This design comes from an exercise in tuning for small area and a short achievable clock period on the open sky130 flow, not from production work. Function was checked by simulation only, so behaviour that the tests miss may differ from the original. No driver is modelled on the clock port, so clock power and skew are understated where the tree is cut down; a real chip needs a root buffer or a tree. No activity file was given, so power comes from the tool's default toggle rates.

## run A
## ultrasonido
module ultrasonido(clk, trig, echo, distancia, init, done);
Size: roughly 240 cells after synthesis, ~62 flip-flops, ~2200 µm² of cells after synthesis.
==> flow/config.mk <==
export PLATFORM = sky130hd
export DESIGN_NAME = ultrasonido
export DESIGN_NICKNAME = ultrasonido
export VERILOG_FILES = /design/flow/design.v
export SDC_FILE = /design/flow/constraint.sdc
export NUM_CORES = 4
export LEC_CHECK = 0
export CAP_MARGIN = 20
export CORE_MARGIN = 2
export CORE_UTILIZATION = 80
export SLEW_MARGIN = 20
export SYNTH_HIERARCHICAL = 1
==> flow/constraint.sdc <==
create_clock -name core_clock -period 18.0 [get_ports {clk}]
set_input_delay 3.6000 -clock core_clock [delete_from_list [all_inputs] [get_ports {clk}]]
set_output_delay 3.6000 -clock core_clock [all_outputs]
set_load 0.01 [all_outputs]
standard.sh (not shown) runs the stock make flow with config.mk's settings and CLKGATE_MAP_FILE= SYNTH_SCRIPT=/design/flow/synth_recipe.tcl, a recipe that flattens the netlist after the stock synthesis.
==> flow/flow/run.sh <==
#!/bin/bash
# The standard ORFS layout (standard.sh), in two runs of make:
#  1. synthesis to CTS, after which the clock tree is replaced by a few clock
#     buffers on the clock port (flow/post_cts.tcl, flow/clock_leaves.tcl);
#  2. global route to the end, with a larger setup margin for repair_timing.
set -e
export FLOW_FLOW_DIR=$PWD/flow
export FLOW_SYNTH_TCL=$PWD/synth_recipe.tcl
export FLOW_ABC_AREA_SCRIPT=$PWD/flow/abc_area_map.script
bash standard.sh BUFFER_PORTS_ARGS="-buffer_cell sky130_fd_sc_hd__buf_2" CTS_ARGS="-sink_clustering_enable -repair_clock_nets -dont_use_dummy_load" SETUP_SLACK_MARGIN=13.0 SYNTH_SCRIPT=$PWD/flow/area_synth_all.tcl POST_CTS_TCL=$PWD/flow/post_cts.tcl cts > standard_to_cts.log 2>&1
bash standard.sh BUFFER_PORTS_ARGS="-buffer_cell sky130_fd_sc_hd__buf_2" CTS_ARGS="-sink_clustering_enable -repair_clock_nets -dont_use_dummy_load" SETUP_SLACK_MARGIN=13.0 SETUP_SLACK_MARGIN=13.7 SYNTH_SCRIPT=$PWD/flow/area_synth_all.tcl POST_CTS_TCL=$PWD/flow/post_cts.tcl finish > standard_finish.log 2>&1
==> flow/flow/post_cts.tcl <==
# Runs at the end of ORFS's CTS step (POST_CTS_TCL).
source $::env(FLOW_FLOW_DIR)/clock_leaves.tcl
leaf_clock_tree sky130_fd_sc_hd__clkbuf_8 4
detailed_placement
estimate_parasitics -placement
Other scripts of this flow, unchanged in this note and not shown: flow/flow/abc_area_map.script, flow/flow/area_synth_all.tcl, flow/flow/clock_leaves.tcl
Run A finished end to end and its layout was clean on timing, DRC and antenna.
[inputs] run B vs run A
# run A
export LEC_CHECK = 0
export CAP_MARGIN = 20
export CORE_MARGIN = 2
export CORE_UTILIZATION = 80
export SLEW_MARGIN = 20
export SYNTH_HIERARCHICAL = 1
create_clock -name core_clock -period 18.0 [get_ports {clk}]
# run B
export LEC_CHECK = 0
export CAP_MARGIN = 20
export CORE_MARGIN = 2
export CORE_UTILIZATION = 70
export SLEW_MARGIN = 20
export SYNTH_HIERARCHICAL = 1
create_clock -name core_clock -period 18.0 [get_ports {clk}]
--- a/flow/flow/post_cts.tcl
+++ b/flow/flow/post_cts.tcl
@@ -3 +3 @@
-leaf_clock_tree sky130_fd_sc_hd__clkbuf_8 4
+leaf_clock_tree sky130_fd_sc_hd__buf_6 4
## What came out
Against run A, die span in x in run B rose by a few percent.
Between run A and run B, the cell count went up.
Going from run A to run B, part of the power in combinational logic moved down; cell-internal power moved down; routed wire length moved down; xor/xnor share of the synthesized area level.
Modified inputs, run C compared to run B
# run B
export LEC_CHECK = 0
export CAP_MARGIN = 20
export CORE_MARGIN = 2
export CORE_UTILIZATION = 70
export SLEW_MARGIN = 20
export SYNTH_HIERARCHICAL = 1
create_clock -name core_clock -period 18.0 [get_ports {clk}]
# run C
export LEC_CHECK = 0
export CAP_MARGIN = 20
export CORE_MARGIN = 2
export CORE_UTILIZATION = 60
export SLEW_MARGIN = 20
export SYNTH_HIERARCHICAL = 1
create_clock -name core_clock -period 18.0 [get_ports {clk}]
--- a/flow/flow/post_cts.tcl
+++ b/flow/flow/post_cts.tcl
@@ -3 +3 @@
-leaf_clock_tree sky130_fd_sc_hd__buf_6 4
+leaf_clock_tree sky130_fd_sc_hd__clkbuf_8 4
==> comparison <==
Run C went all the way through synthesis, placement and routing and the layout is clean on timing, DRC and antenna.
STATUS minimum setup slack in the final design: run C wins against run B
Comparing run B and run C, register-to-register path setup slack is higher on run B.
Final number of hold-violating endpoints: run B vs run C identical
The following lists how run D was set up differently from run C:
# run C
export LEC_CHECK = 0
export CAP_MARGIN = 20
export CORE_MARGIN = 2
export CORE_UTILIZATION = 60
export SLEW_MARGIN = 20
export SYNTH_HIERARCHICAL = 1
create_clock -name core_clock -period 18.0 [get_ports {clk}]
# run D
export LEC_CHECK = 0
export CAP_MARGIN = 20
export CORE_MARGIN = 2
export CORE_UTILIZATION = 70
export SLEW_MARGIN = 20
export SYNTH_HIERARCHICAL = 1
create_clock -name core_clock -period 18.0 [get_ports {clk}]
==> notes.md <==
The utilization reported for run D is greater than that of run C by 13 points.
Via count of the first global-routing pass went down by a little under 10% going from run C to run D.
Run D: final clock skew lower than run C
NOTE: clock period minus worst slack in run D falls short of that of run C
In every run of this note, the design's own scripts or RTL, not TritonCTS, make the clock network.

[static timing again, ports no longer ideal]
No port has a modelled driver above. Below, the same layouts with a new extraction and two added sets of constraints.
Step 1 (the two cells are an assumption about what drives the block):
set clk [get_ports {clk}]
set_driving_cell -lib_cell sky130_fd_sc_hd__clkbuf_16 $clk
set_driving_cell -lib_cell sky130_fd_sc_hd__buf_2 [delete_from_list [all_inputs] $clk]
Step 2 also shifts input and output timing later by t, the mid clock arrival at the registers, as if the neighbouring blocks saw the same clock.
Slacks: ideal ports / drivers / drivers and shift; pairs: ideal ports / drivers.
run | t (ns) | slack for setup (ns) | clock arrival spread, ns | worst slew at a driven data input, ns | pins driven straight from the clock port
run A | 0.201 | 13.755 / 13.698 / 13.596 | 0.013 / 0.013 | 0.04 | 4
run B | 0.174 | 13.758 / 13.744 / 13.615 | 0.014 / 0.014 | 0.03 | 4
run C | 0.196 | 13.764 / 13.731 / 13.593 | 0.021 / 0.020 | 0.03 | 4
run D | 0.194 | 13.773 / 13.726 / 13.616 | 0.011 / 0.011 | 0.03 | 4
After both steps setup and hold are still met in every run listed. For run C, which loses most, drivers alone change the setup slack by -0.033 ns; drivers and shift together by -0.171 ns.
